Context: an optimization exercise on an open-source flow, tuned for small area, a short achievable clock period and few clock cycles per item. The choices shown serve that exercise and are no tape-out recipe. In this exercise RTL edits were held to simulation tests only and were not proved equivalent to the original.

==> flow/design.v (outline; a module is shown in full before it is edited, if it fits) <==
// module iterative_karatsuba_32_16: 3408 lines
module iterative_karatsuba_32_16(clk, rst, enable, A, B, C, done);
  // ...
==> flow/flow/run.sh <==
#!/bin/bash
# Standard layout, except that Yosys's early "abc -fast" inside synth is
# skipped (SYNTH_ARGS=-noabc): the multiplier's full adders then reach
# extract_fa as written, so no inverters land between the adder cells.
# Everything else is the standard.sh unchanged.
set -euo pipefail
bash standard.sh SYNTH_ARGS=-noabc synth > synth.log 2>&1
bash standard.sh > layout.log 2>&1
==> flow/standard.sh <==
#!/bin/bash
# synth_recipe.tcl (not shown) runs the flow's synth.tcl, then flattens the netlist and writes it again
# the make line also repeats each setting of config.mk as NAME=value (left out here)
make -C /OpenROAD-flow-scripts/flow DESIGN_CONFIG=/design/flow/config.mk WORK_HOME=/design/flow/orfs CLKGATE_MAP_FILE= SYNTH_SCRIPT=/design/flow/synth_recipe.tcl "${@:-finish}"
==> flow/config.mk <==
export PLATFORM = sky130hd
export DESIGN_NAME = iterative_karatsuba_32_16
export DESIGN_NICKNAME = iterative_karatsuba_32_16
export VERILOG_FILES = /design/flow/design.v
export SDC_FILE = /design/flow/constraint.sdc
export NUM_CORES = 4
export LEC_CHECK = 0
export CAP_MARGIN = 20
export CORE_MARGIN = 2
export CORE_UTILIZATION = 40
export SLEW_MARGIN = 20
==> flow/constraint.sdc <==
create_clock -name core_clock -period 42.0 [get_ports {clk}]
set_input_delay 8.4000 -clock core_clock [delete_from_list [all_inputs] [get_ports {clk}]]
set_output_delay 8.4000 -clock core_clock [all_outputs]
set_load 0.01 [all_outputs]
==> metrics.md, run 1 <==
| Metric | Value |
|---|---|
| Seq cells | `65` |
| Post-synth top cells | `xnor2_1 (520), fa_1 (468), a22oi_1 (466), clkbuf_1 (300), nand2_1 (230)` |
| Setup TNS Final | `0 ns` |
| Pre-CTS WS | `16.76 ns` |
| DPL Wire Length | `69.9 mm` |
| Most common cell in the netlist | `xnor2_1` |
| Crit Path Max Fanout | `32` |
| Met3 GRT Util | `9.20%` |
| Non-clk invs | `95` |
| Met2 wire length | `45.3 mm` |
| R2R Path End | `P_q[0]$_DFF_P_` |
| DRC | `0` |
| WP depth | `23` |
| Slew HR | `27.0%` |
| Fin crit share | `60.2%` |
| Num rows | `93` |
| Reg2reg start | `held$_SDFFE_PP0P_` |
| Synth Area in Compound Gates | `21.3%` |
| Seq/total area | `4.59%` |
| Plain + repair buffers | `210` |
| Hold slack | `0.467 ns` |
| Status | `timing/DRC/antenna clean` |
| Max-cap viol count | `0` |
| Final WS setup | `16.70 ns` |
| Grt total ovfl | `0` |
| I/O pins | `132` |
| Final min period | `25.30 ns` |
| Reg2reg setup slack | `40.27 ns` |
Testbench counts, summed over its fixed seeds: cycles 3,208, items 3,200.
==> run 2: changes to the inputs <==
--- a/flow/design.v
+++ b/flow/design.v
@@ -1695,16 +1695,256 @@
     wire fs1637;
     wire fc1638;
     wire fs1639;
     wire fc1640;
     wire fs1641;
     wire fc1642;
     wire fs1643;
     wire fc1644;
+    wire pg1645;
+    wire pp_1646;
+    wire pg1647;
+    wire pp_1648;
+    wire pg1649;
+    wire pp_1650;
+    wire pg1651;
+    wire pp_1652;
+    wire pg1653;
+    wire pp_1654;
+    wire pg1655;
+    wire pp_1656;
+    wire pg1657;
+    wire pp_1658;
+    wire pg1659;
+    wire pp_1660;
+    wire pg1661;
+    wire pp_1662;
+    wire pg1663;
+    wire pp_1664;
+    wire pg1665;
+    wire pp_1666;
+    wire pg1667;
+    wire pp_1668;
+    wire pg1669;
+    wire pp_1670;
+    wire pg1671;
+    wire pp_1672;
+    wire pg1673;
+    wire pp_1674;
+    wire pg1675;
+    wire pp_1676;
+    wire pg1677;
+    wire pp_1678;
+    wire pg1679;
+    wire pp_1680;
+    wire pg1681;
+    wire pp_1682;
+    wire pg1683;
+    wire pp_1684;
+    wire pg1685;
+    wire pp_1686;
+    wire pg1687;
+    wire pp_1688;
+    wire pg1689;
+    wire pp_1690;
+    wire pg1691;
+    wire pp_1692;
+    wire pg1693;
+    wire pp_1694;
+    wire pg1695;
+    wire pp_1696;
+    wire pg1697;
+    wire pp_1698;
+    wire pg1699;
+    wire pp_1700;
+    wire pg1701;
+    wire pp_1702;
+    wire pg1703;
+    wire pp_1704;
+    wire pg1705;
+    wire pp_1706;
+    wire pg1707;
+    wire pp_1708;
+    wire pg1709;
+    wire pp_1710;
+    wire pg1711;
+    wire pp_1712;
+    wire pg1713;
+    wire pp_1714;
+    wire pg1715;
+    wire pp_1716;
+    wire pg1717;
+    wire pp_1718;
+    wire pg1719;
+    wire pp_1720;
+    wire pg1721;
+    wire pp_1722;
+    wire pg1723;
+    wire pp_1724;
+    wire pg1725;
+    wire pp_1726;
+    wire pg1727;
+    wire pp_1728;
+    wire pg1729;
+    wire pp_1730;
+    wire pg1731;
+    wire pp_1732;
+    wire pg1733;
+    wire pp_1734;
+    wire pg1735;
+    wire pp_1736;
+    wire pg1737;
+    wire pp_1738;
+    wire pg1739;
+    wire pp_1740;
+    wire pg1741;
+    wire pp_1742;
+    wire pg1743;
+    wire pp_1744;
+    wire pg1745;
+    wire pp_1746;
+    wire pg1747;
+    wire pp_1748;
+    wire pg1749;
+    wire pp_1750;
+    wire pg1751;
+    wire pp_1752;
+    wire pg1753;
+    wire pp_1754;
+    wire pg1755;
+    wire pp_1756;
+    wire pg1757;
+    wire pp_1758;
+    wire pg1759;
+    wire pp_1760;
+    wire pg1761;
+    wire pp_1762;
+    wire pg1763;
+    wire pp_1764;
+    wire pg1765;
+    wire pp_1766;
+    wire pg1767;
+    wire pp_1768;
+    wire pg1769;
+    wire pp_1770;
+    wire pg1771;
+    wire pp_1772;
+    wire pg1773;
+    wire pp_1774;
+    wire pg1775;
+    wire pp_1776;
+    wire pg1777;
+    wire pp_1778;
+    wire pg1779;
+    wire pp_1780;
+    wire pg1781;
+    wire pp_1782;
+    wire pg1783;
+    wire pp_1784;
+    wire pg1785;
+    wire pp_1786;
+    wire pg1787;
+    wire pp_1788;
+    wire pg1789;
+    wire pp_1790;
+    wire pg1791;
+    wire pp_1792;
+    wire pg1793;
+    wire pp_1794;
+    wire pg1795;
+    wire pp_1796;
+    wire pg1797;
+    wire pp_1798;
+    wire pg1799;
+    wire pp_1800;
+    wire pg1801;
+    wire pp_1802;
+    wire pg1803;
+    wire pp_1804;
+    wire pg1805;
+    wire pp_1806;
+    wire pg1807;
+    wire pp_1808;
+    wire pg1809;
+    wire pp_1810;
+    wire pg1811;
+    wire pp_1812;
+    wire pg1813;
+    wire pp_1814;
+    wire pg1815;
+    wire pp_1816;
+    wire pg1817;
+    wire pp_1818;
+    wire pg1819;
+    wire pp_1820;
+    wire pg1821;
+    wire pp_1822;
+    wire pg1823;
+    wire pp_1824;
+    wire pg1825;
+    wire pp_1826;
+    wire pg1827;
+    wire pp_1828;
+    wire pg1829;
+    wire pp_1830;
+    wire pg1831;
+    wire pp_1832;
+    wire pg1833;
+    wire pp_1834;
+    wire pg1835;
+    wire pp_1836;
+    wire pg1837;
+    wire pp_1838;
+    wire pg1839;
+    wire pp_1840;
+    wire pg1841;
+    wire pp_1842;
+    wire pg1843;
+    wire pp_1844;
+    wire pg1845;
+    wire pp_1846;
+    wire pg1847;
+    wire pp_1848;
+    wire pg1849;
+    wire pp_1850;
+    wire pg1851;
+    wire pp_1852;
+    wire pg1853;
+    wire pp_1854;
+    wire pg1855;
+    wire pp_1856;
+    wire pg1857;
+    wire pp_1858;
+    wire pg1859;
+    wire pp_1860;
+    wire pg1861;
+    wire pp_1862;
+    wire pg1863;
+    wire pp_1864;
+    wire pg1865;
+    wire pp_1866;
+    wire pg1867;
+    wire pp_1868;
+    wire pg1869;
+    wire pp_1870;
+    wire pg1871;
+    wire pp_1872;
+    wire pg1873;
+    wire pp_1874;
+    wire pg1875;
+    wire pp_1876;
+    wire pg1877;
+    wire pp_1878;
+    wire pg1879;
+    wire pp_1880;
+    wire pg1881;
+    wire pp_1882;
+    wire pg1883;
+    wire pp_1884;
     assign bx1_0 = B[0] ^ 1'b0;
     assign bx2_0 = (B[1] & ~B[0] & ~1'b0) | (~B[1] & B[0] & 1'b0);
     assign bng_0 = B[1] & ~(B[0] & 1'b0);
     assign pp1 = ((A[0] & bx1_0) | (1'b0 & bx2_0)) ^ bng_0;
     assign pp2 = ((A[1] & bx1_0) | (A[0] & bx2_0)) ^ bng_0;
     assign pp3 = ((A[2] & bx1_0) | (A[1] & bx2_0)) ^ bng_0;
     assign pp4 = ((A[3] & bx1_0) | (A[2] & bx2_0)) ^ bng_0;
     assign pp5 = ((A[4] & bx1_0) | (A[3] & bx2_0)) ^ bng_0;
@@ -3389,17 +3629,261 @@
     assign fs1639 = hc1402 ^ fs1517 ^ fc1516;
     assign fc1640 = (hc1402 & fs1517) | (hc1402 & fc1516) | (fs1517 & fc1516);
     assign fs1641 = pp558 ^ hs1519 ^ fc1518;
     assign fc1642 = (pp558 & hs1519) | (pp558 & fc1518) | (hs1519 & fc1518);
     assign fs1643 = ps560 ^ pp592 ^ hc1520;
     assign fc1644 = (ps560 & pp592) | (ps560 & hc1520) | (pp592 & hc1520);
     wire [63:0] xn = {fc1642, fc1640, fc1638, fc1636, fc1634, fc1632, fc1630, fc1628, fc1626, fc1624, fc1622, fc1620, fc1618, fc1616, fc1614, fc1612, fc1610, fc1608, fc1606, fc1604, fc1602, fc1600, fc1598, fc1596, fc1594, fc1592, fc1590, fc1588, fc1586, fc1584, fc1582, fc1580, fc1578, fc1576, fc1574, fc1572, fc1570, fc1568, fc1566, fc1564, fc1562, fc1560, fc1558, fc1556, fc1554, fc1552, fc1550, fc1548, fc1546, fc1544, fc1542, fc1540, fc1538, fc1536, fc1534, fc1532, fc1530, fc1528, fc1526, hc1524, hc1522, hs1521, pp2, pn34};
     wire [63:0] yn = {fs1643, fs1641, fs1639, fs1637, fs1635, fs1633, fs1631, fs1629, fs1627, fs1625, fs1623, fs1621, fs1619, fs1617, fs1615, fs1613, fs1611, fs1609, fs1607, fs1605, fs1603, fs1601, fs1599, fs1597, fs1595, fs1593, fs1591, fs1589, fs1587, fs1585, fs1583, fs1581, fs1579, fs1577, fs1575, fs1573, fs1571, fs1569, fs1567, fs1565, fs1563, fs1561, fs1559, fs1557, fs1555, fs1553, fs1551, fs1549, fs1547, fs1545, fs1543, fs1541, fs1539, fs1537, fs1535, fs1533, fs1531, fs1529, fs1527, fs1525, hs1523, pp36, 1'b0, pp1};
-    wire [63:0] prod = xn + yn;
+    wire [63:0] xa = xn;
+    wire [63:0] ya = yn;
+    wire [63:0] g0 = xa & ya;
+    wire [63:0] p0 = xa ^ ya;
+    assign pg1645 = g0[1] | (p0[1] & g0[0]);
+    assign pp_1646 = p0[1] & p0[0];
+    assign pg1647 = g0[3] | (p0[3] & g0[2]);
+    assign pp_1648 = p0[3] & p0[2];
+    assign pg1649 = g0[5] | (p0[5] & g0[4]);
+    assign pp_1650 = p0[5] & p0[4];
+    assign pg1651 = g0[7] | (p0[7] & g0[6]);
+    assign pp_1652 = p0[7] & p0[6];
+    assign pg1653 = g0[9] | (p0[9] & g0[8]);
+    assign pp_1654 = p0[9] & p0[8];
+    assign pg1655 = g0[11] | (p0[11] & g0[10]);
+    assign pp_1656 = p0[11] & p0[10];
+    assign pg1657 = g0[13] | (p0[13] & g0[12]);
+    assign pp_1658 = p0[13] & p0[12];
+    assign pg1659 = g0[15] | (p0[15] & g0[14]);
+    assign pp_1660 = p0[15] & p0[14];
+    assign pg1661 = g0[17] | (p0[17] & g0[16]);
+    assign pp_1662 = p0[17] & p0[16];
+    assign pg1663 = g0[19] | (p0[19] & g0[18]);
+    assign pp_1664 = p0[19] & p0[18];
+    assign pg1665 = g0[21] | (p0[21] & g0[20]);
+    assign pp_1666 = p0[21] & p0[20];
+    assign pg1667 = g0[23] | (p0[23] & g0[22]);
+    assign pp_1668 = p0[23] & p0[22];
+    assign pg1669 = g0[25] | (p0[25] & g0[24]);
+    assign pp_1670 = p0[25] & p0[24];
+    assign pg1671 = g0[27] | (p0[27] & g0[26]);
+    assign pp_1672 = p0[27] & p0[26];
+    assign pg1673 = g0[29] | (p0[29] & g0[28]);
+    assign pp_1674 = p0[29] & p0[28];
+    assign pg1675 = g0[31] | (p0[31] & g0[30]);
+    assign pp_1676 = p0[31] & p0[30];
+    assign pg1677 = g0[33] | (p0[33] & g0[32]);
+    assign pp_1678 = p0[33] & p0[32];
+    assign pg1679 = g0[35] | (p0[35] & g0[34]);
+    assign pp_1680 = p0[35] & p0[34];
+    assign pg1681 = g0[37] | (p0[37] & g0[36]);
+    assign pp_1682 = p0[37] & p0[36];
+    assign pg1683 = g0[39] | (p0[39] & g0[38]);
+    assign pp_1684 = p0[39] & p0[38];
+    assign pg1685 = g0[41] | (p0[41] & g0[40]);
+    assign pp_1686 = p0[41] & p0[40];
+    assign pg1687 = g0[43] | (p0[43] & g0[42]);
+    assign pp_1688 = p0[43] & p0[42];
+    assign pg1689 = g0[45] | (p0[45] & g0[44]);
+    assign pp_1690 = p0[45] & p0[44];
+    assign pg1691 = g0[47] | (p0[47] & g0[46]);
+    assign pp_1692 = p0[47] & p0[46];
+    assign pg1693 = g0[49] | (p0[49] & g0[48]);
+    assign pp_1694 = p0[49] & p0[48];
+    assign pg1695 = g0[51] | (p0[51] & g0[50]);
+    assign pp_1696 = p0[51] & p0[50];
+    assign pg1697 = g0[53] | (p0[53] & g0[52]);
+    assign pp_1698 = p0[53] & p0[52];
+    assign pg1699 = g0[55] | (p0[55] & g0[54]);
+    assign pp_1700 = p0[55] & p0[54];
+    assign pg1701 = g0[57] | (p0[57] & g0[56]);
+    assign pp_1702 = p0[57] & p0[56];
+    assign pg1703 = g0[59] | (p0[59] & g0[58]);
+    assign pp_1704 = p0[59] & p0[58];
+    assign pg1705 = g0[61] | (p0[61] & g0[60]);
+    assign pp_1706 = p0[61] & p0[60];
+    assign pg1707 = g0[63] | (p0[63] & g0[62]);
+    assign pp_1708 = p0[63] & p0[62];
+    assign pg1709 = pg1647 | (pp_1648 & pg1645);
+    assign pp_1710 = pp_1648 & pp_1646;
+    assign pg1711 = pg1651 | (pp_1652 & pg1649);
+    assign pp_1712 = pp_1652 & pp_1650;
+    assign pg1713 = pg1655 | (pp_1656 & pg1653);
+    assign pp_1714 = pp_1656 & pp_1654;
+    assign pg1715 = pg1659 | (pp_1660 & pg1657);
+    assign pp_1716 = pp_1660 & pp_1658;
+    assign pg1717 = pg1663 | (pp_1664 & pg1661);
+    assign pp_1718 = pp_1664 & pp_1662;
+    assign pg1719 = pg1667 | (pp_1668 & pg1665);
+    assign pp_1720 = pp_1668 & pp_1666;
+    assign pg1721 = pg1671 | (pp_1672 & pg1669);
+    assign pp_1722 = pp_1672 & pp_1670;
+    assign pg1723 = pg1675 | (pp_1676 & pg1673);
+    assign pp_1724 = pp_1676 & pp_1674;
+    assign pg1725 = pg1679 | (pp_1680 & pg1677);
+    assign pp_1726 = pp_1680 & pp_1678;
+    assign pg1727 = pg1683 | (pp_1684 & pg1681);
+    assign pp_1728 = pp_1684 & pp_1682;
+    assign pg1729 = pg1687 | (pp_1688 & pg1685);
+    assign pp_1730 = pp_1688 & pp_1686;
+    assign pg1731 = pg1691 | (pp_1692 & pg1689);
+    assign pp_1732 = pp_1692 & pp_1690;
+    assign pg1733 = pg1695 | (pp_1696 & pg1693);
+    assign pp_1734 = pp_1696 & pp_1694;
+    assign pg1735 = pg1699 | (pp_1700 & pg1697);
+    assign pp_1736 = pp_1700 & pp_1698;
+    assign pg1737 = pg1703 | (pp_1704 & pg1701);
+    assign pp_1738 = pp_1704 & pp_1702;
+    assign pg1739 = pg1707 | (pp_1708 & pg1705);
+    assign pp_1740 = pp_1708 & pp_1706;
+    assign pg1741 = pg1711 | (pp_1712 & pg1709);
+    assign pp_1742 = pp_1712 & pp_1710;
+    assign pg1743 = pg1715 | (pp_1716 & pg1713);
+    assign pp_1744 = pp_1716 & pp_1714;
+    assign pg1745 = pg1719 | (pp_1720 & pg1717);
+    assign pp_1746 = pp_1720 & pp_1718;
+    assign pg1747 = pg1723 | (pp_1724 & pg1721);
+    assign pp_1748 = pp_1724 & pp_1722;
+    assign pg1749 = pg1727 | (pp_1728 & pg1725);
+    assign pp_1750 = pp_1728 & pp_1726;
+    assign pg1751 = pg1731 | (pp_1732 & pg1729);
+    assign pp_1752 = pp_1732 & pp_1730;
+    assign pg1753 = pg1735 | (pp_1736 & pg1733);
+    assign pp_1754 = pp_1736 & pp_1734;
+    assign pg1755 = pg1739 | (pp_1740 & pg1737);
+    assign pp_1756 = pp_1740 & pp_1738;
+    assign pg1757 = pg1743 | (pp_1744 & pg1741);
+    assign pp_1758 = pp_1744 & pp_1742;
+    assign pg1759 = pg1747 | (pp_1748 & pg1745);
+    assign pp_1760 = pp_1748 & pp_1746;
+    assign pg1761 = pg1751 | (pp_1752 & pg1749);
+    assign pp_1762 = pp_1752 & pp_1750;
+    assign pg1763 = pg1755 | (pp_1756 & pg1753);
+    assign pp_1764 = pp_1756 & pp_1754;
+    assign pg1765 = pg1759 | (pp_1760 & pg1757);
+    assign pp_1766 = pp_1760 & pp_1758;
+    assign pg1767 = pg1763 | (pp_1764 & pg1761);
+    assign pp_1768 = pp_1764 & pp_1762;
+    assign pg1769 = pg1767 | (pp_1768 & pg1765);
+    assign pp_1770 = pp_1768 & pp_1766;
+    assign pg1771 = pg1761 | (pp_1762 & pg1765);
+    assign pp_1772 = pp_1762 & pp_1766;
+    assign pg1773 = pg1745 | (pp_1746 & pg1757);
+    assign pp_1774 = pp_1746 & pp_1758;
+    assign pg1775 = pg1749 | (pp_1750 & pg1765);
+    assign pp_1776 = pp_1750 & pp_1766;
+    assign pg1777 = pg1753 | (pp_1754 & pg1771);
+    assign pp_1778 = pp_1754 & pp_1772;
+    assign pg1779 = pg1713 | (pp_1714 & pg1741);
+    assign pp_1780 = pp_1714 & pp_1742;
+    assign pg1781 = pg1717 | (pp_1718 & pg1757);
+    assign pp_1782 = pp_1718 & pp_1758;
+    assign pg1783 = pg1721 | (pp_1722 & pg1773);
+    assign pp_1784 = pp_1722 & pp_1774;
+    assign pg1785 = pg1725 | (pp_1726 & pg1765);
+    assign pp_1786 = pp_1726 & pp_1766;
+    assign pg1787 = pg1729 | (pp_1730 & pg1775);
+    assign pp_1788 = pp_1730 & pp_1776;
+    assign pg1789 = pg1733 | (pp_1734 & pg1771);
+    assign pp_1790 = pp_1734 & pp_1772;
+    assign pg1791 = pg1737 | (pp_1738 & pg1777);
+    assign pp_1792 = pp_1738 & pp_1778;
+    assign pg1793 = pg1649 | (pp_1650 & pg1709);
+    assign pp_1794 = pp_1650 & pp_1710;
+    assign pg1795 = pg1653 | (pp_1654 & pg1741);
+    assign pp_1796 = pp_1654 & pp_1742;
+    assign pg1797 = pg1657 | (pp_1658 & pg1779);
+    assign pp_1798 = pp_1658 & pp_1780;
+    assign pg1799 = pg1661 | (pp_1662 & pg1757);
+    assign pp_1800 = pp_1662 & pp_1758;
+    assign pg1801 = pg1665 | (pp_1666 & pg1781);
+    assign pp_1802 = pp_1666 & pp_1782;
+    assign pg1803 = pg1669 | (pp_1670 & pg1773);
+    assign pp_1804 = pp_1670 & pp_1774;
+    assign pg1805 = pg1673 | (pp_1674 & pg1783);
+    assign pp_1806 = pp_1674 & pp_1784;
+    assign pg1807 = pg1677 | (pp_1678 & pg1765);
+    assign pp_1808 = pp_1678 & pp_1766;
+    assign pg1809 = pg1681 | (pp_1682 & pg1785);
+    assign pp_1810 = pp_1682 & pp_1786;
+    assign pg1811 = pg1685 | (pp_1686 & pg1775);
+    assign pp_1812 = pp_1686 & pp_1776;
+    assign pg1813 = pg1689 | (pp_1690 & pg1787);
+    assign pp_1814 = pp_1690 & pp_1788;
+    assign pg1815 = pg1693 | (pp_1694 & pg1771);
+    assign pp_1816 = pp_1694 & pp_1772;
+    assign pg1817 = pg1697 | (pp_1698 & pg1789);
+    assign pp_1818 = pp_1698 & pp_1790;
+    assign pg1819 = pg1701 | (pp_1702 & pg1777);
+    assign pp_1820 = pp_1702 & pp_1778;
+    assign pg1821 = pg1705 | (pp_1706 & pg1791);
+    assign pp_1822 = pp_1706 & pp_1792;
+    assign pg1823 = g0[2] | (p0[2] & pg1645);
+    assign pp_1824 = p0[2] & pp_1646;
+    assign pg1825 = g0[4] | (p0[4] & pg1709);
+    assign pp_1826 = p0[4] & pp_1710;
+    assign pg1827 = g0[6] | (p0[6] & pg1793);
+    assign pp_1828 = p0[6] & pp_1794;
+    assign pg1829 = g0[8] | (p0[8] & pg1741);
+    assign pp_1830 = p0[8] & pp_1742;
+    assign pg1831 = g0[10] | (p0[10] & pg1795);
+    assign pp_1832 = p0[10] & pp_1796;
+    assign pg1833 = g0[12] | (p0[12] & pg1779);
+    assign pp_1834 = p0[12] & pp_1780;
+    assign pg1835 = g0[14] | (p0[14] & pg1797);
+    assign pp_1836 = p0[14] & pp_1798;
+    assign pg1837 = g0[16] | (p0[16] & pg1757);
+    assign pp_1838 = p0[16] & pp_1758;
+    assign pg1839 = g0[18] | (p0[18] & pg1799);
+    assign pp_1840 = p0[18] & pp_1800;
+    assign pg1841 = g0[20] | (p0[20] & pg1781);
+    assign pp_1842 = p0[20] & pp_1782;
+    assign pg1843 = g0[22] | (p0[22] & pg1801);
+    assign pp_1844 = p0[22] & pp_1802;
+    assign pg1845 = g0[24] | (p0[24] & pg1773);
+    assign pp_1846 = p0[24] & pp_1774;
+    assign pg1847 = g0[26] | (p0[26] & pg1803);
+    assign pp_1848 = p0[26] & pp_1804;
+    assign pg1849 = g0[28] | (p0[28] & pg1783);
+    assign pp_1850 = p0[28] & pp_1784;
+    assign pg1851 = g0[30] | (p0[30] & pg1805);
+    assign pp_1852 = p0[30] & pp_1806;
+    assign pg1853 = g0[32] | (p0[32] & pg1765);
+    assign pp_1854 = p0[32] & pp_1766;
+    assign pg1855 = g0[34] | (p0[34] & pg1807);
+    assign pp_1856 = p0[34] & pp_1808;
+    assign pg1857 = g0[36] | (p0[36] & pg1785);
+    assign pp_1858 = p0[36] & pp_1786;
+    assign pg1859 = g0[38] | (p0[38] & pg1809);
+    assign pp_1860 = p0[38] & pp_1810;
+    assign pg1861 = g0[40] | (p0[40] & pg1775);
+    assign pp_1862 = p0[40] & pp_1776;
+    assign pg1863 = g0[42] | (p0[42] & pg1811);
+    assign pp_1864 = p0[42] & pp_1812;
+    assign pg1865 = g0[44] | (p0[44] & pg1787);
+    assign pp_1866 = p0[44] & pp_1788;
+    assign pg1867 = g0[46] | (p0[46] & pg1813);
+    assign pp_1868 = p0[46] & pp_1814;
+    assign pg1869 = g0[48] | (p0[48] & pg1771);
+    assign pp_1870 = p0[48] & pp_1772;
+    assign pg1871 = g0[50] | (p0[50] & pg1815);
+    assign pp_1872 = p0[50] & pp_1816;
+    assign pg1873 = g0[52] | (p0[52] & pg1789);
+    assign pp_1874 = p0[52] & pp_1790;
+    assign pg1875 = g0[54] | (p0[54] & pg1817);
+    assign pp_1876 = p0[54] & pp_1818;
+    assign pg1877 = g0[56] | (p0[56] & pg1777);
+    assign pp_1878 = p0[56] & pp_1778;
+    assign pg1879 = g0[58] | (p0[58] & pg1819);
+    assign pp_1880 = p0[58] & pp_1820;
+    assign pg1881 = g0[60] | (p0[60] & pg1791);
+    assign pp_1882 = p0[60] & pp_1792;
+    assign pg1883 = g0[62] | (p0[62] & pg1821);
+    assign pp_1884 = p0[62] & pp_1822;
+    wire [63:0] prod = {p0[63] ^ pg1883, p0[62] ^ pg1821, p0[61] ^ pg1881, p0[60] ^ pg1791, p0[59] ^ pg1879, p0[58] ^ pg1819, p0[57] ^ pg1877, p0[56] ^ pg1777, p0[55] ^ pg1875, p0[54] ^ pg1817, p0[53] ^ pg1873, p0[52] ^ pg1789, p0[51] ^ pg1871, p0[50] ^ pg1815, p0[49] ^ pg1869, p0[48] ^ pg1771, p0[47] ^ pg1867, p0[46] ^ pg1813, p0[45] ^ pg1865, p0[44] ^ pg1787, p0[43] ^ pg1863, p0[42] ^ pg1811, p0[41] ^ pg1861, p0[40] ^ pg1775, p0[39] ^ pg1859, p0[38] ^ pg1809, p0[37] ^ pg1857, p0[36] ^ pg1785, p0[35] ^ pg1855, p0[34] ^ pg1807, p0[33] ^ pg1853, p0[32] ^ pg1765, p0[31] ^ pg1851, p0[30] ^ pg1805, p0[29] ^ pg1849, p0[28] ^ pg1783, p0[27] ^ pg1847, p0[26] ^ pg1803, p0[25] ^ pg1845, p0[24] ^ pg1773, p0[23] ^ pg1843, p0[22] ^ pg1801, p0[21] ^ pg1841, p0[20] ^ pg1781, p0[19] ^ pg1839, p0[18] ^ pg1799, p0[17] ^ pg1837, p0[16] ^ pg1757, p0[15] ^ pg1835, p0[14] ^ pg1797, p0[13] ^ pg1833, p0[12] ^ pg1779, p0[11] ^ pg1831, p0[10] ^ pg1795, p0[9] ^ pg1829, p0[8] ^ pg1741, p0[7] ^ pg1827, p0[6] ^ pg1793, p0[5] ^ pg1825, p0[4] ^ pg1709, p0[3] ^ pg1823, p0[2] ^ pg1645, p0[1] ^ g0[0], p0[0]};
     wire [63:0] C_n = held ? P_q : prod;
     always @(posedge clk) begin
         if (rst)
             held <= 1'b0;
         else if (enable)
             held <= 1'b1;
         P_q <= C_n;
     end
==> flow/flow/run.sh (replaced) <==
#!/bin/bash
# The standard layout with two changes:
#  - synthesis skips Yosys's early "abc -fast" (SYNTH_ARGS=-noabc), so the
#    multiplier's full adders reach extract_fa as written and no inverters
#    land between the adder cells;
#  - every port still gets its buffer, but a plain buf_2 rather than the
#    delay cell buffer_ports picks by default.
set -euo pipefail
export BUFFER_PORTS_ARGS="-buffer_cell sky130_fd_sc_hd__buf_2"
export SETUP_SLACK_MARGIN=17.5
bash standard.sh SYNTH_ARGS=-noabc synth > synth.log 2>&1
bash standard.sh > layout.log 2>&1
==> flow/config.mk (replaced) <==
export PLATFORM = sky130hd
export DESIGN_NAME = iterative_karatsuba_32_16
export DESIGN_NICKNAME = iterative_karatsuba_32_16
export VERILOG_FILES = /design/flow/design.v
export SDC_FILE = /design/flow/constraint.sdc
export NUM_CORES = 4
export LEC_CHECK = 0
export ABC_AREA = 1
export CAP_MARGIN = 20
export CORE_MARGIN = 2
export CORE_UTILIZATION = 40
export SLEW_MARGIN = 20
==> metrics.md, run 2 <==
| Metric | Value |
|---|---|
| Mean post-synth cell area | `9.32 sq um` |
| Die area | `63700 sq um` |
| Clk Latency, worst-skew pair | `0.39 ns` |
| Avg WL per Cell | `27.0 um` |
| Post-synth top cells | `xor2_1 (506), fa_1 (499), o22ai_1 (496), nand2_1 (290), clkbuf_1 (208)` |
| I/O pins | `132 (unchanged)` |
| Netlist Area Pre-Place | `24700 sq um` |
| Die height | `252 um` |
| Top-area cell type share of the netlist area | `40.5%` |
| Filler cell count | `5954` |
| Max-cap viol count | `0 (unchanged)` |
| Starting Density | `40.2%` |
| Seq/Total Area, Yosys | `5.27%` |
| Hold slack | `0.447 ns (-0.0197 ns)` |
| Max Clk Rate | `41.3 MHz` |
| Final WL | `92.3 mm` |
| Top sig layer | `met4` |
| # H-tree levels | `3` |
| Initial DRC Count | `2852` |
| Num CTS Buffers | `9` |
| Worst Max-Slew Pin Slew | `0.842 ns` |
| R2R Path End | `P_q[39]$_DFF_P_` |
| DRT antenna net count | `0` |
| Most common cell after layout, fill and taps aside | `xor2_1` |
| Antenna violations before repair | `1` |
| Layout cell share with drive strength beyond 1 | `11.0%` |
| Worst-case clock buffer depth | `2` |
| DPL Wire Length | `60.9 mm (-13%)` |
| Area grow syn2layout | `7.03%` |
| Simple-gate share of the synthesized area | `6.48%` |
| Syn Inst Count | `2649` |
| Die Width | `252 um` |
| Met2 wire length | `41.8 mm (-7.7%)` |
| Reg2reg start | `held$_SDFFE_PP0P_` |
| Crit path from | `B[1]` |
| Most frequent CP cell | `nand2_1` |
| Asr flop ratio synth | `0%` |
| Post-synthesis mux area share | `0%` |
| Clk_skew | `0.00869 ns` |
| R2R depth | `2` |
| # clock sinks | `65` |
| Largest Register | `P_q` |
| Max FFs per register | `64` |
| Worst Path Required | `33.60 ns` |
| Post-Synthesis Net Count | `3346` |
| CTS tree | `done` |
| Met1 Wirelength | `34.2 mm` |
| 1st-pass router iterations | `9` |
| RSZ-0062 raised after global routing | `false` |
| Final min period | `24.20 ns (-1.09 ns)` |
| Grt total ovfl | `0 (unchanged)` |
| Synth Area in Compound Gates | `14.4% (-6.9 points)` |
| Root Driver | `clkbuf_16` |
| Total number of vias | `21500` |
| Nets@finish | `3322` |
| Setup TNS Final | `0 ns (unchanged)` |
| Core footprint | `61400 sq um` |
| Slew Limit Fails | `0` |
| Top_reg_cell synth | `dfxtp_1` |
| Synth area leaders | `fa_1 (40%), xor2_1 (18%), o22ai_1 (13%), ha_1 (6.6%), dfxtp_1 (5.3%)` |
| DRC | `0 (unchanged)` |
| Number of global-route vias before repair | `23500` |
| Status | `timing/DRC/antenna clean` |
| First-pass GRT wire length | `141 mm` |
| Setup violations, final | `0` |
| WL met3 | `10.6 mm` |
| Yosys reg bits | `65` |
| Slew HR | `43.9% (+17 points)` |
| GRT Util Overall | `29.4%` |
| Worst Hold Endpoint | `P_q[56]$_DFF_P_` |
| EDFF count, synth | `0` |
| Setup crit end kind | `output pin` |
| Max stage delay on crit path | `0.56 ns` |
| Kind of critical path | `input port to output pin` |
| Most common cell in the netlist | `xor2_1` |
| Slowest-stage cell, CP | `fa_1` |
| Worst Min Path Start | `P_q[56]$_DFF_P_` |
| Largest net degree at the start of global routing | `54` |
| CP arrival | `15.80 ns` |
| Vias per cell | `6.29` |
| Port bufs | `131` |
| Leading area contributor after synthesis | `fa_1` |
| Synth Area in Adders | `47.1%` |
| Min-Delay Path Class | `flip-flop to flip-flop` |
| Crit Path Max Fanout | `38 (+19%)` |
| Synth warn | `1` |
| Num rows | `91 (-2.2%)` |
| Synth unique cells | `29` |
| Fin crit share | `57.6% (-2.6 points)` |
| Gp weighted congestion | `0.908` |
| Reg2reg setup slack | `40.32 ns (+0.05 ns)` |
| Highest-count cells in the layout ignoring fill and taps | `xor2_1 (506), fa_1 (499), o22ai_1 (496), nand2_1 (290), inv_1 (173)` |
| Largest family of logic cells by synthesized area | `adder cells` |
| Hold Crit Depth | `2` |
| Clock transition at the registers of the reported paths | `0.07 ns` |
| Post-CTS Hold Fix Bufs | `0` |
| Element type at the critical path start | `input port` |
| Biggest regs | `P_q: 64 flops, held: 1 flops` |
| Post-Synth XOR/XNOR Area | `19.9%` |
| Fin. Hold Viols | `0` |
## run 2: cell types whose count changed in the layout (fill, tap and decap cells not counted), moves of 20 or more
| cell | delta |
|---|---|
| xor2_1 | +470 |
| buf_2 | +129 |
| nand2b_1 | -20 |
| o21ai_0 | -58 |
| clkdlybuf4s50_1 | -129 |
| a21oi_1 | -64 |
| nand2_1 | +60 |
| o22ai_1 | +494 |
| fa_1 | +31 |
| a22oi_1 | -466 |
| inv_1 | +92 |
| xnor2_1 | -467 |
| nor2_1 | -29 |
## run 2: layout make-up
cell class / count / area, sq um / share of cell area, %
multi-input cells: 2146 / 21800 / 82.5
repair inverters: 1 / 5.00 / 0.0189
repair buffers: 223 / 1350 / 5.11
clock inverters: 6 / 42.5 / 0.161
well taps: 790 / 988 / 3.74
inverters: 179 / 687 / 2.60
flip-flops and latches: 65 / 1310 / 4.94
clock buffers: 10 / 239 / 0.904
diodes: 1 / 2.50 / 0.00947
## run 2: metal layers
metal,track usage [%],vias up
met5,0,-
met1,36.2,10700
met3,8.04,438
li1,-,8766
met2,46.6,1641
met4,16.4,0
## run 2: worst max-delay path: cells and delay by family
family	cells	cell delay, ns
adders and majority gates	7	3.25
and+or+nand+nor	12	1.50
buffers and inverters	5	1.33
AOI/OAI and AO/OA	4	0.70
xor gates and xnor gates	2	0.52
## run 2: worst max-delay path by stage
stage / to / slack, ns
detailed placement: C[47] / 17.17
finish: C[47] / 17.80
global route: C[63] / 17.53
global placement: C[47] / 17.28
floorplan: C[63] / 19.06
CTS: C[47] / 17.61
## run 2: cells by family after synthesis
logic type	Yosys count
XOR/XNOR	560
AND/OR/NAND/NOR	385
adder cells (fa/ha/maj)	630
buffers and inverters	438
AO/OA/AOI/OAI	571
flip-flops	65
## run 2: repair_timing
item	4_1_cts	5_1_grt
gates resized for setup	2	5
endpoints found under the hold margin	0	0
buffers inserted	0	10
endpoints found under the setup margin	2	8
gates cloned	1	0
## run 2: stage by stage
stage | area [sq um] | worst slack, ns | instances | utilization (%)
detailed placement | 26000 | 17.17 | 3393 | 42.4
global placement | 26000 | 17.28 | 3393 | 42.4
finish | 26400 | 17.80 | 3421 | 43.1
floorplan | 24700 | 19.06 | 2649 | -
CTS | 26300 | 17.61 | 3410 | 42.9
global route | 26400 | 17.53 | 3420 | 43.1
Testbench counts of run 2, summed over its fixed seeds: cycles 3,208, items 3,200.
==> run 3: changes to the inputs <==
--- a/flow/flow/run.sh
+++ b/flow/flow/run.sh
@@ -7,6 +7,6 @@
 #    delay cell buffer_ports picks by default.
 set -euo pipefail
 export BUFFER_PORTS_ARGS="-buffer_cell sky130_fd_sc_hd__buf_2"
-export SETUP_SLACK_MARGIN=17.5
+export SETUP_SLACK_MARGIN=18.5
 bash standard.sh SYNTH_ARGS=-noabc synth > synth.log 2>&1
 bash standard.sh > layout.log 2>&1
==> metrics.md, run 3 <==
| Metric | Value |
|---|---|
| Post-synth top cells | `xor2_1 (506), fa_1 (499), o22ai_1 (496), nand2_1 (290), clkbuf_1 (208)` |
| Die Width | `252 um (unchanged)` |
| First-pass GRT wire length | `143 mm (+1.1%)` |
| CP arrival | `15.07 ns (-0.73 ns)` |
| Largest net degree at the start of global routing | `54 (unchanged)` |
| Avg WL per Cell | `27.1 um (+0.51%)` |
| DPL Wire Length | `60.9 mm (unchanged)` |
| Syn Inst Count | `2649 (unchanged)` |
| Clk_skew | `0.00861 ns (-0.0000853 ns)` |
| Die height | `252 um (unchanged)` |
| Nets@finish | `3350 (+0.84%)` |
| Max stage delay on crit path | `0.53 ns (-0.03 ns)` |
| Fin crit share | `55.9% (-1.7 points)` |
| Clk Latency, worst-skew pair | `0.39 ns (about the same)` |
| 1st-pass router iterations | `8 (-1)` |
| Netlist Area Pre-Place | `24700 sq um (unchanged)` |
| Num rows | `91 (unchanged)` |
| Max Clk Rate | `42.6 MHz (+3.1%)` |
| Vias per cell | `6.27 (-0.30%)` |
| Synth warn | `1 (unchanged)` |
| Port bufs | `131 (unchanged)` |
| Mean post-synth cell area | `9.32 sq um (unchanged)` |
| I/O pins | `132 (unchanged)` |
| Final instance area | `27300 sq um (+3.4%)` |
| Setup violations, final | `0 (unchanged)` |
| # clock sinks | `65 (unchanged)` |
| Highest-count cells in the layout ignoring fill and taps | `xor2_1 (505), o22ai_1 (486), fa_1 (480), nand2_1 (285), inv_1 (162)` |
| Crit Path Max Fanout | `5 (-87%)` |
| Synth area leaders | `fa_1 (40%), xor2_1 (18%), o22ai_1 (13%), ha_1 (6.6%), dfxtp_1 (5.3%)` |
| Clock transition at the registers of the reported paths | `0.07 ns (about the same)` |
| CTS tree | `done` |
| EDFF count, synth | `0 (unchanged)` |
| Status | `timing/DRC/antenna clean` |
| Total number of vias | `21600 (+0.52%)` |
| Post-Synthesis Net Count | `3346 (unchanged)` |
| Seq/Total Area, Yosys | `5.27% (unchanged)` |
| Hold slack | `0.447 ns (+0.0000180 ns)` |
| Worst-case clock buffer depth | `2 (unchanged)` |
| Final WL | `93.5 mm (+1.3%)` |
| Setup crit end kind | `output pin` |
| Most common cell after layout, fill and taps aside | `xor2_1` |
| Top_reg_cell synth | `dfxtp_1` |
| GRT Util Overall | `29.7% (+0.29 points)` |
| Min-Delay Path Class | `flip-flop to flip-flop` |
| # H-tree levels | `3 (unchanged)` |
| Most frequent CP cell | `nand2_1` |
| Initial DRC Count | `2712 (-4.9%)` |
| Leading area contributor after synthesis | `fa_1` |
| Number of global-route vias before repair | `23700 (+0.59%)` |
| Grt total ovfl | `0 (unchanged)` |
| Num CTS Buffers | `9 (unchanged)` |
| Setup TNS Final | `0 ns (unchanged)` |
| Asr flop ratio synth | `0% (unchanged)` |
| Worst Path Required | `33.60 ns (about the same)` |
| Area grow syn2layout | `10.6%` |
| DRT antenna net count | `0 (unchanged)` |
| Slew HR | `46.4% (+2.6 points)` |
| Worst Max-Slew Pin Slew | `0.798 ns (-0.0444 ns)` |
| Most common cell in the netlist | `xor2_1` |
| Area after DPL | `26000 sq um (unchanged)` |
| Biggest regs | `P_q: 64 flops, held: 1 flops` |
| Synth unique cells | `29 (unchanged)` |
| Yosys reg bits | `65 (unchanged)` |
| Top-area cell type share of the netlist area | `40.5% (unchanged)` |
| Core footprint | `61400 sq um (unchanged)` |
| Slew Limit Fails | `0 (unchanged)` |
| Max FFs per register | `64 (unchanged)` |
| Element type at the critical path start | `input port` |
| Starting Density | `40.2% (unchanged)` |
| Slowest-stage cell, CP | `fa_1` |
| Die area | `63700 sq um (unchanged)` |
| Root Driver | `clkbuf_16` |
| RSZ-0062 raised after global routing | `true` |
| Filler cell count | `5864 (-1.5%)` |
| Max-cap viol count | `0 (unchanged)` |
| DRC | `0 (unchanged)` |
| Fin. Hold Viols | `0 (unchanged)` |
| Antenna violations before repair | `1 (unchanged)` |
| Kind of critical path | `input port to output pin` |
| Layout cell share with drive strength beyond 1 | `14.4% (+3.3 points)` |
| Gp weighted congestion | `0.908 (unchanged)` |
| Largest Register | `P_q` |
| Final min period | `23.47 ns (-0.733 ns)` |
-- run 3: changes by cell type in the layout (fill, tap and decap cells not counted), moves of 6 or more --
cell        delta
fa_1          -19
o22ai_1       -10
buf_12        +10
o22ai_2        +9
ha_4          +10
inv_1         -11
fa_2          +19
clkinvlp_4     +6
buf_6         +15
ha_1          -12
-- run 3: path summary, 6_finish.rpt --
kind | start | endpoint | slack, ns | depth (start not counted)
worst max-delay path | B[3] | C[47] | 18.53 | 31
worst min register to register | P_q[56]$_DFF_P_ | P_q[56]$_DFF_P_ | 0.45 | 2
worst min-delay path | P_q[56]$_DFF_P_ | P_q[56]$_DFF_P_ | 0.45 | 2
worst max register to register | held$_SDFFE_PP0P_ | P_q[39]$_DFF_P_ | 40.32 | 2
-- run 3: stage by stage --
| stage | std cells | utilization (%) | worst slack [ns] |
|---|---|---|---|
| after detailed placement | 3393 | 42.4 | 17.17 |
| after floorplan | 2649 | - | 19.06 |
| after global placement | 3393 | 42.4 | 17.28 |
| final | 3449 | 44.5 | 18.53 |
| after global routing | 3448 | 44.5 | 18.24 |
| after CTS | 3432 | 43.8 | 18.50 |
-- run 3: what timing repair did --
action / CTS / global route
gates resized for setup: 79 / 51
hold buffers: 0 / 0
cloned: 7 / 1
setup buffers: 16 / 15
endpoints found under the hold margin: 0 / 0
pin swaps: 5 / 35
endpoints found under the setup margin: 40 / 30
-- run 3: layout make-up --
cell class | instances | area [sq um] | share of cell area [%]
Antenna cell | 1 | 2.50 | 0.00916
Clock buffer | 10 | 239 | 0.875
Clock inverter | 6 | 42.5 | 0.156
Inverter | 179 | 709 | 2.60
Multi-Input combinational cell | 2146 | 22100 | 81.0
Sequential cell | 65 | 1310 | 4.78
Tap cell | 790 | 988 | 3.62
Timing Repair Buffer | 250 | 1900 | 6.95
Timing Repair inverter | 2 | 12.5 | 0.0458
-- run 3: critical path: cells and delay by family --
family | cells | cell delay (ns)
fa+ha+maj | 8 | 3.46
simple gates | 13 | 1.34
compound gates | 4 | 0.66
buf+inv | 4 | 0.68
xor+xnor | 2 | 0.51
-- run 3: kinds of logic after synthesis --
kind of cell / count (synthesis) / synth area share, %
compound gates: 571 / 14.4
fa+ha+maj: 630 / 47.1
xor+xnor: 560 / 19.9
flops: 65 / 5.27
simple gates: 385 / 6.48
buf+inv: 438 / 6.90
-- run 3: routing by layer --
| metal | up-vias | global-route usage [%] | routed length, um |
|---|---|---|---|
| met4 | 0 | 16.8 | 5940 |
| met3 | 418 | 8.21 | 10700 |
| met2 | 1642 | 46.9 | 42400 |
| met1 | 10700 | 36.5 | 34500 |
| met5 | - | 0.232 | 0 |
| li1 | 8837 | - | - |
==> run 4: changes to the inputs <==
--- a/flow/flow/run.sh
+++ b/flow/flow/run.sh
@@ -7,6 +7,6 @@
 #    delay cell buffer_ports picks by default.
 set -euo pipefail
 export BUFFER_PORTS_ARGS="-buffer_cell sky130_fd_sc_hd__buf_2"
-export SETUP_SLACK_MARGIN=18.5
+export SETUP_SLACK_MARGIN=18
 bash standard.sh SYNTH_ARGS=-noabc synth > synth.log 2>&1
 bash standard.sh > layout.log 2>&1
--- a/flow/config.mk
+++ b/flow/config.mk
@@ -8,5 +8,6 @@
 export ABC_AREA = 1
 export CAP_MARGIN = 20
 export CORE_MARGIN = 2
-export CORE_UTILIZATION = 40
+export CORE_UTILIZATION = 60
+export PLACE_DENSITY = 0.7
 export SLEW_MARGIN = 20
==> metrics.md, run 4 <==
| Metric | Value |
|---|---|
| Setup crit end kind | `output pin` |
| Kind of critical path | `input port to output pin` |
| Synth warn | `1 (unchanged)` |
| Seq/Total Area, Yosys | `5.27% (unchanged)` |
| Syn Inst Count | `2649 (unchanged)` |
| Clk_skew | `0.0105 ns (+0.00190 ns)` |
| Fin crit share | `56.7% (+0.82 points)` |
| Asr flop ratio synth | `0% (unchanged)` |
| Element type at the critical path start | `input port` |
| Area after DPL | `25700 sq um (-1.3%)` |
| Port bufs | `131 (unchanged)` |
| Die area | `42800 sq um (-33%)` |
| Largest net degree at the start of global routing | `62 (+15%)` |
| CTS tree | `done` |
| # clock sinks | `65 (unchanged)` |
| Final WL | `89.5 mm (-4.3%)` |
| GRT Util Overall | `42.5% (+13 points)` |
| Gp weighted congestion | `1.02 (+12%)` |
| Post-synth top cells | `xor2_1 (506), fa_1 (499), o22ai_1 (496), nand2_1 (290), clkbuf_1 (208)` |
| Hold slack | `0.448 ns (+0.000342 ns)` |
| Core footprint | `40700 sq um (-34%)` |
| Layout cell share with drive strength beyond 1 | `11.7% (-2.6 points)` |
| CP bufs+invs | `4 (unchanged)` |
| Grt total ovfl | `0 (unchanged)` |
| First-pass GRT wire length | `134 mm (-5.8%)` |
| R2R depth | `2 (unchanged)` |
| Netlist Area Pre-Place | `24700 sq um (unchanged)` |
| Highest-count cells in the layout ignoring fill and taps | `xor2_1 (506), fa_1 (499), o22ai_1 (495), nand2_1 (287), inv_1 (171)` |
| Synth area leaders | `fa_1 (40%), xor2_1 (18%), o22ai_1 (13%), ha_1 (6.6%), dfxtp_1 (5.3%)` |
| CP arrival | `15.41 ns (+0.34 ns)` |
| WP depth | `29 (-6.5%)` |
| Top_reg_cell synth | `dfxtp_1` |
| Slowest-stage cell, CP | `fa_1` |
| EDFF count, synth | `0 (unchanged)` |
| Mean post-synth cell area | `9.32 sq um (unchanged)` |
| Slew Limit Fails | `0 (unchanged)` |
| Post-CTS Hold Fix Bufs | `0 (unchanged)` |
| Nets@finish | `3334 (-0.48%)` |
| Root Driver | `clkbuf_16` |
| Most frequent CP cell | `fa_1` |
| Biggest regs | `P_q: 64 flops, held: 1 flops` |
| DPL Wire Length | `59.9 mm (-1.8%)` |
| RSZ-0062 raised after global routing | `false` |
| Diode count | `0 (-1)` |
| DRT antenna net count | `0 (unchanged)` |
| Final instance area | `26400 sq um (-3.5%)` |
| Post-Synthesis Net Count | `3346 (unchanged)` |
| Reg2reg start | `held$_SDFFE_PP0P_` |
| Most common cell in the netlist | `xor2_1` |
| Area grow syn2layout | `6.75%` |
| DRC | `0 (unchanged)` |
| Number of global-route vias before repair | `22900 (-3.3%)` |
| Slew HR | `40.9% (-5.6 points)` |
| Status | `timing/DRC/antenna clean` |
| 1st-pass router iterations | `7 (-1)` |
| Starting Density | `60.6% (+20 points)` |
| Die Width | `207 um (-18%)` |
| Avg WL per Cell | `28.2 um (+4.0%)` |
| Clk Latency, worst-skew pair | `0.38 ns (about the same)` |
| Yosys reg bits | `65 (unchanged)` |
| Max-cap viol count | `0 (unchanged)` |
| Setup TNS Final | `0 ns (unchanged)` |
| Top cell family by delay on the critical path | `adder cells` |
| Min-Delay Path Class | `flip-flop to flip-flop` |
| Largest Register | `P_q` |
| Critical path capture point | `C[63]` |
| Crit path from | `B[19]` |
| Antenna violations before repair | `1 (unchanged)` |
| I/O pins | `132 (unchanged)` |
| Total number of vias | `22000 (+1.6%)` |
| Num rows | `74 (-19%)` |
| Final min period | `23.81 ns (+0.343 ns)` |
| # H-tree levels | `3 (unchanged)` |
| Crit Path Max Fanout | `19 (+14)` |
| Most common cell after layout, fill and taps aside | `xor2_1` |
| Worst-case clock buffer depth | `2 (unchanged)` |
| Vias per cell | `6.92 (+10%)` |
| Top-area cell type share of the netlist area | `40.5% (unchanged)` |
| R2R Path End | `P_q[15]$_DFF_P_` |
| Max stage delay on crit path | `0.53 ns (about the same)` |
| Clock transition at the registers of the reported paths | `0.05 ns (-0.02 ns)` |
| Synth unique cells | `29 (unchanged)` |
| Max FFs per register | `64 (unchanged)` |
| Die height | `207 um (-18%)` |
| Num CTS Buffers | `9 (unchanged)` |
| Worst Max-Slew Pin Slew | `0.886 ns (+0.0884 ns)` |
| Leading area contributor after synthesis | `fa_1` |
| Worst Path Required | `33.60 ns (about the same)` |
| Fin. Hold Viols | `0 (unchanged)` |
| Max Clk Rate | `42.0 MHz (-1.4%)` |
| Reg2reg setup slack | `40.33 ns (about the same)` |
| Setup violations, final | `0 (unchanged)` |
| Initial DRC Count | `3492 (+29%)` |
## run 4: cell types whose count changed in the layout (fill, tap and decap cells not counted), moves of 6 or more
| cell | previous run | this run |
|---|---|---|
| fa_1 | 480 | 499 |
| fa_2 | 19 | 0 |
| ha_1 | 119 | 131 |
| buf_6 | 16 | 6 |
| ha_4 | 10 | 0 |
| inv_1 | 162 | 171 |
| o22ai_1 | 486 | 495 |
| o22ai_2 | 9 | 1 |
| buf_4 | 86 | 93 |
| buf_12 | 10 | 4 |
## run 4: stage by stage
stage / worst slack [ns] / utilization (%) / instances
final: 18.19 / 64.7 / 3174
after global placement: 17.69 / 63.1 / 3133
after CTS: 18.01 / 64.0 / 3154
after detailed placement: 17.60 / 63.1 / 3133
after global routing: 17.99 / 64.7 / 3174
after floorplan: 19.06 / - / 2649
## run 4: metal layers
layer / track usage, % / part of all wire (%) / up-vias
li1: - / - / 8807
met1: 56.0 / 37 / 10600
met2: 59.8 / 41 / 2031
met3: 17.5 / 17 / 478
met4: 22.3 / 5.9 / 2
met5: 0 / 0.015 / -
## run 4: final cells by class
class	count	area [sq um]
Timing Repair inverter	1	5.00
Multi-Input combinational cell	2146	21800
Inverter	179	698
Clock buffer	11	233
Sequential cell	65	1310
Fill cell	3383	14400
Clock inverter	5	81.3
Tap cell	532	666
Timing Repair Buffer	235	1530
## run 4: what timing repair did
action	CTS	global route
endpoints found under the setup margin	17	12
resized for setup	6	26
pin swaps	1	1
buffers inserted	5	18
gates cloned	0	2
## run 4: worst min-delay path by stage
| stage | startpoint | to | slack, ns | cells after the start |
|---|---|---|---|---|
| 6_report | P_q[28]$_DFF_P_ | P_q[28]$_DFF_P_ | 0.45 | 2 |
| 3_3_place_gp | P_q[18]$_DFF_P_ | P_q[18]$_DFF_P_ | 0.43 | 2 |
| 3_5_place_dp | P_q[34]$_DFF_P_ | P_q[34]$_DFF_P_ | 0.44 | 2 |
| 4_1_cts | P_q[28]$_DFF_P_ | P_q[28]$_DFF_P_ | 0.45 | 2 |
| 5_1_grt | P_q[48]$_DFF_P_ | P_q[48]$_DFF_P_ | 0.47 | 2 |
| 2_1_floorplan | P_q[10]$_DFF_P_ | P_q[10]$_DFF_P_ | 0.48 | 2 |
## run 4: tightest hold or removal path: cells and delay by family, from the launching register on
kind | cells | cell delay [ns]
flip-flops | 1 | 0.30
AND/OR/NAND/NOR | 2 | 0.11
## run 4: cells by family (layout without fill, tap and decap cells)
kind of cell             count (synthesis)  after routing  synth area share [%]
flip-flops                              65             65                  5.27
XOR/XNOR                               560            560                  19.9
AO/OA/AOI/OAI                          571            571                  14.4
adder cells (fa/ha/maj)                630            630                  47.1
buffers and inverters                  438            431                  6.90
AND/OR/NAND/NOR                        385            385                  6.48
==> run 5: changes to the inputs <==
--- a/flow/flow/run.sh
+++ b/flow/flow/run.sh
@@ -8,5 +8,6 @@
 set -euo pipefail
 export BUFFER_PORTS_ARGS="-buffer_cell sky130_fd_sc_hd__buf_2"
 export SETUP_SLACK_MARGIN=18
+export RECOVER_POWER=50
 bash standard.sh SYNTH_ARGS=-noabc synth > synth.log 2>&1
 bash standard.sh > layout.log 2>&1
--- a/flow/config.mk
+++ b/flow/config.mk
@@ -8,6 +8,5 @@
 export ABC_AREA = 1
 export CAP_MARGIN = 20
 export CORE_MARGIN = 2
-export CORE_UTILIZATION = 60
-export PLACE_DENSITY = 0.7
+export CORE_UTILIZATION = 40
 export SLEW_MARGIN = 20
==> metrics.md, run 5 <==
| Metric | Value |
|---|---|
| Status | `failed layout checks` |
| Layout violations | `max-capacitance violations, max-slew violations` |
| Starting Density | `40.2% (-20 points)` |
| Worst Max-Slew Pin Slew | `1.68 ns (+0.791 ns)` |
| Final WL | `92.6 mm (+3.4%)` |
| Seq/Total Area, Yosys | `5.27% (unchanged)` |
| Asr flop ratio synth | `0% (unchanged)` |
| Total number of vias | `21600 (-1.8%)` |
| Syn Inst Count | `2649 (unchanged)` |
| Worst-case clock buffer depth | `2 (unchanged)` |
| Core footprint | `61400 sq um (+51%)` |
| Synth warn | `1 (unchanged)` |
| Kind of critical path | `input port to output pin` |
| # clock sinks | `65 (unchanged)` |
| Top cell family by delay on the critical path | `adder cells` |
| Largest Register | `P_q` |
| Setup TNS Final | `0 ns (unchanged)` |
| Worst Path Required | `33.60 ns (about the same)` |
| Filler cell count | `5935 (+75%)` |
| Post-CTS Hold Fix Bufs | `0 (unchanged)` |
| RSZ-0062 raised after global routing | `false` |
| Initial DRC Count | `2802 (-20%)` |
| Grt total ovfl | `0 (unchanged)` |
| Area grow syn2layout | `7.81%` |
| Crit Path Max Fanout | `18 (-1)` |
| Hold slack | `0.447 ns (-0.000404 ns)` |
| Element type at the critical path start | `input port` |
| Port bufs | `131 (unchanged)` |
| Largest net degree at the start of global routing | `54 (-13%)` |
| Clk Latency, worst-skew pair | `0.39 ns (about the same)` |
| DPL Wire Length | `60.9 mm (+1.8%)` |
| Avg WL per Cell | `27.0 um (-4.2%)` |
| CP bufs+invs | `5 (+1)` |
| Mean post-synth cell area | `9.32 sq um (unchanged)` |
| # H-tree levels | `3 (unchanged)` |
| Max FFs per register | `64 (unchanged)` |
| CP arrival | `16.88 ns (+1.47 ns)` |
| Clk_skew | `0.00868 ns (-0.00183 ns)` |
| Highest-count cells in the layout ignoring fill and taps | `xor2_1 (506), fa_1 (499), o22ai_1 (495), nand2_1 (296), inv_1 (165)` |
| Pre-CTS WS | `17.17 ns (-0.425 ns)` |
| Multi-input gate area | `21800 sq um (-0.29%)` |
| Post-Synthesis Net Count | `3346 (unchanged)` |
| Vias per cell | `6.29 (-9.0%)` |
| Synth area leaders | `fa_1 (40%), xor2_1 (18%), o22ai_1 (13%), ha_1 (6.6%), dfxtp_1 (5.3%)` |
| Slew HR | `-11.8% (-53 points)` |
| Final instance area | `26600 sq um (+0.99%)` |
| Max-cap viol count | `1 (+1)` |
| Max Clk Rate | `39.6 MHz (-5.8%)` |
| Synth unique cells | `29 (unchanged)` |
| First-pass GRT wire length | `141 mm (+5.2%)` |
| Post-layout util | `43.4% (-21 points)` |
| Number of global-route vias before repair | `23700 (+3.3%)` |
| Biggest regs | `P_q: 64 flops, held: 1 flops` |
| 1st-pass router iterations | `11 (+4)` |
| Netlist Area Pre-Place | `24700 sq um (unchanged)` |
| Root Driver | `clkbuf_16` |
| Fin. Hold Viols | `0 (unchanged)` |
| Setup crit end kind | `output pin` |
| Most common cell after layout, fill and taps aside | `xor2_1` |
| Final WS setup | `16.72 ns (-1.47 ns)` |
| DRT antenna net count | `0 (unchanged)` |
| Final min period | `25.28 ns (+1.47 ns)` |
| Num CTS Buffers | `9 (unchanged)` |
| Antenna violations before repair | `1 (unchanged)` |
| Post-synth top cells | `xor2_1 (506), fa_1 (499), o22ai_1 (496), nand2_1 (290), clkbuf_1 (208)` |
| Die Width | `252 um (+22%)` |
| Num rows | `91 (+23%)` |
| Die height | `252 um (+22%)` |
| Top_reg_cell synth | `dfxtp_1` |
| DRC | `0 (unchanged)` |
| CTS tree | `done` |
| Layout cell share with drive strength beyond 1 | `11.4% (-0.32 points)` |
| EDFF count, synth | `0 (unchanged)` |
| Min-Delay Path Class | `flip-flop to flip-flop` |
| GRT Util Overall | `29.4% (-13 points)` |
| I/O pins | `132 (unchanged)` |
| Slew Limit Fails | `19 (+19)` |
| Gp weighted congestion | `0.908 (-11%)` |
| Die area | `63700 sq um (+49%)` |
| Setup violations, final | `0 (unchanged)` |
| Area after DPL | `26000 sq um (+1.3%)` |
| Yosys reg bits | `65 (unchanged)` |
| Max stage delay on crit path | `1.20 ns (+0.67 ns)` |
| Nets@finish | `3329 (-0.15%)` |
| Leading area contributor after synthesis | `fa_1` |
| Slowest-stage cell, CP | `clkbuf_1` |
| Top-area cell type share of the netlist area | `40.5% (unchanged)` |
| Clock transition at the registers of the reported paths | `0.07 ns (+0.02 ns)` |
| Most common cell in the netlist | `xor2_1` |
| Storage cell area | `1310 sq um (unchanged)` |
| Fin crit share | `60.2% (+3.5 points)` |
## run 5: layout make-up
cell class	instances	area share (%)
flip-flops and latches	65	4.90
clock buffers	10	0.898
repair buffers	229	5.79
repair inverters	2	0.0470
diodes	1	0.00940
clock inverters	6	0.160
well taps	790	3.71
multi-input cells	2146	81.8
inverters	179	2.67
## run 5: repair_timing
item | 4_1_cts | 5_1_grt
endpoints found under the hold margin | 0 | 0
resized for setup | 12 | 52
cloned | 1 | 2
pin swaps | 0 | 1
setup buffers | 11 | 4
endpoints found under the setup margin | 28 | 12
## run 5: routing by layer
layer | GRT usage, % | vias up | routed length, um
met4 | 17.0 | 0 | 5980
met2 | 46.4 | 1676 | 41800
met1 | 36.1 | 10700 | 34000
li1 | - | 8790 | -
met5 | 0.232 | - | 0
met3 | 8.07 | 428 | 10800
## run 5: path summary, 6_finish.rpt
check	depth (start not counted)	slack (ns)	from	to
setup / recovery	27	16.72	A[0]	C[47]
hold / removal	2	0.45	P_q[56]$_DFF_P_	P_q[56]$_DFF_P_
setup reg to reg	2	40.32	held$_SDFFE_PP0P_	P_q[39]$_DFF_P_
hold reg to reg	2	0.45	P_q[56]$_DFF_P_	P_q[56]$_DFF_P_
## run 5: worst register-to-register path: stages (launching register included)
cell	delay (ns)
dfxtp_4	0.63
buf_4	0.53
o21ai_0	0.35
## run 5: cells by family (layout without fill, tap and decap cells)
group,after synthesis,count (layout),synth area share [%]
AOI/OAI and AO/OA,571,571,14.4
xor gates and xnor gates,560,560,19.9
adders and majority gates,630,630,47.1
buffers and inverters,438,426,6.90
DFF,65,65,5.27
other,0,1,0
and+or+nand+nor,385,385,6.48
## run 5: metrics by stage
| stage | std cells |
|---|---|
| global route | 3427 |
| finish | 3428 |
| detailed placement | 3393 |
| floorplan | 2649 |
| CTS | 3421 |
| global placement | 3393 |
==> run 6: changes to the inputs <==
--- a/flow/flow/run.sh
+++ b/flow/flow/run.sh
@@ -8,6 +8,5 @@
 set -euo pipefail
 export BUFFER_PORTS_ARGS="-buffer_cell sky130_fd_sc_hd__buf_2"
 export SETUP_SLACK_MARGIN=18
-export RECOVER_POWER=50
 bash standard.sh SYNTH_ARGS=-noabc synth > synth.log 2>&1
 bash standard.sh > layout.log 2>&1
==> metrics.md, run 6 <==
| Metric | Value |
|---|---|
| Status | `timing/DRC/antenna clean` |
| Antenna violations before repair | `1 (unchanged)` |
| Seq/Total Area, Yosys | `5.27% (unchanged)` |
| Num CTS Buffers | `9 (unchanged)` |
| Final min period | `23.72 ns (-1.56 ns)` |
| Clk Latency, worst-skew pair | `0.39 ns (about the same)` |
| Initial DRC Count | `2743 (-2.1%)` |
| # H-tree levels | `3 (unchanged)` |
| Worst Path Required | `33.60 ns (about the same)` |
| Reg2reg start | `held$_SDFFE_PP0P_` |
| Clk_skew | `0.00862 ns (-0.0000600 ns)` |
| Clock transition at the registers of the reported paths | `0.07 ns (about the same)` |
| Port bufs | `131 (unchanged)` |
| Mean post-synth cell area | `9.32 sq um (unchanged)` |
| Diode count | `0 (-1)` |
| Biggest regs | `P_q: 64 flops, held: 1 flops` |
| Final WL | `92.3 mm (-0.33%)` |
| Kind of critical path | `input port to output pin` |
| Most common cell in the netlist | `xor2_1` |
| Slowest-stage cell, CP | `fa_1` |
| Number of global-route vias before repair | `23700 (unchanged)` |
| First-pass GRT wire length | `141 mm (unchanged)` |
| Crit Path Max Fanout | `38 (+20)` |
| Worst Max-Slew Pin Slew | `0.848 ns (-0.828 ns)` |
| Setup TNS Final | `0 ns (unchanged)` |
| Max FFs per register | `64 (unchanged)` |
| Fin crit share | `56.5% (-3.7 points)` |
| Layout cell share with drive strength beyond 1 | `11.9% (+0.49 points)` |
| Asr flop ratio synth | `0% (unchanged)` |
| Min-Delay Path Class | `flip-flop to flip-flop` |
| Post-Synthesis Net Count | `3346 (unchanged)` |
| Slew HR | `43.0% (+55 points)` |
| Hold Crit Depth | `2 (unchanged)` |
| Post-synth top cells | `xor2_1 (506), fa_1 (499), o22ai_1 (496), nand2_1 (290), clkbuf_1 (208)` |
| CP arrival | `15.32 ns (-1.56 ns)` |
| Slew Limit Fails | `0 (-19)` |
| Avg WL per Cell | `26.9 um (-0.30%)` |
| Die Width | `252 um (unchanged)` |
| EDFF count, synth | `0 (unchanged)` |
| Hold slack | `0.447 ns (-0.0000290 ns)` |
| RSZ-0062 raised after global routing | `false` |
[run 6: cell counts after synthesis]
No cell type changed its count.
[run 6: cell families after synthesis]
| group | synth area share (%) |
|---|---|
| buffers and inverters | 6.90 |
| xor gates and xnor gates | 19.9 |
| AOI/OAI and AO/OA | 14.4 |
| and+or+nand+nor | 6.48 |
| adders and majority gates | 47.1 |
| DFF | 5.27 |
[run 6: cell type report]
cell class | count | area [sq um]
timing repair inverter | 2 | 12.5
multi-input combinational | 2146 | 21800
sequential | 65 | 1310
tap | 790 | 988
timing repair buffer | 229 | 1550
clock inverter | 6 | 42.5
inverter | 179 | 709
clock buffer | 10 | 239
fill | 5923 | 34700
[run 6: worst max-delay path by stage]
| stage | slack [ns] | endpoint | start |
|---|---|---|---|
| after floorplan | 19.06 | C[63] | B[5] |
| after global placement | 17.28 | C[47] | B[1] |
| after detailed placement | 17.17 | C[47] | B[1] |
| after CTS | 18.00 | C[63] | B[31] |
| after global routing | 18.02 | C[44] | B[5] |
| final | 18.28 | C[47] | B[1] |
[run 6: worst max-delay path: cells and delay by family]
family	cells	cell delay, ns
adder cells (fa/ha/maj)	8	3.53
buffers and inverters	5	0.91
AND/OR/NAND/NOR	12	1.29
AO/OA/AOI/OAI	4	0.64
XOR/XNOR	2	0.50
[run 6: routing by layer]
metal	vias to the layer above	wire [um]
met5	-	0
met1	10600	33700
met2	1601	41600
met4	0	6000
li1	8797	-
met3	449	10900
[run 6: what timing repair did]
item	CTS	global route
cloned	1	2
pin swaps	0	1
buffers inserted	11	4
hold buffers	0	0
setup endpoints to repair	28	12
gates resized for setup	12	52
[run 6: per-stage QoR]
step	worst slack [ns]	utilization (%)
floorplan	19.06	-
global placement	17.28	42.4
detailed placement	17.17	42.4
CTS	18.00	43.1
global route	18.02	43.5
finish	18.28	43.5

==> port drivers added, routing unchanged <==
The results above use ideal ports. As a check the final layouts listed here were re-extracted and re-timed, cells and wires unchanged.
Step 1 assumes that a clkbuf_16 drives the clock port and a buf_2 every other input.
Step 2 adds t to the input delays and takes it off the output delays; t is the mean of the earliest and latest rising clock arrival at the registers after step 1. Input paths then give back, and output paths get back, about the clock's delay inside the block.
a / b / c = no drivers / after step 1 / after step 2; a / b = the first two.
run	t (ns)	setup WS [ns]	latest minus earliest clock arrival (ns)	worst slew at a driven data input, ns	pins driven straight from the clock port
run 1	0.389	16.702 / 16.680 / 16.680	0.009 / 0.009	0.05	1
run 2	0.448	17.797 / 17.762 / 17.762	0.017 / 0.016	0.05	1
run 3	0.447	18.529 / 18.492 / 18.492	0.016 / 0.016	0.05	1
run 4	0.440	18.186 / 18.153 / 18.153	0.021 / 0.021	0.06	1
run 5	0.446	16.718 / 16.686 / 16.686	0.016 / 0.017	0.05	1
run 6	0.444	18.282 / 18.247 / 18.247	0.017 / 0.016	0.05	1
For run 3, which loses most, drivers alone change the setup slack by -0.037 ns; drivers and shift together by -0.037 ns.
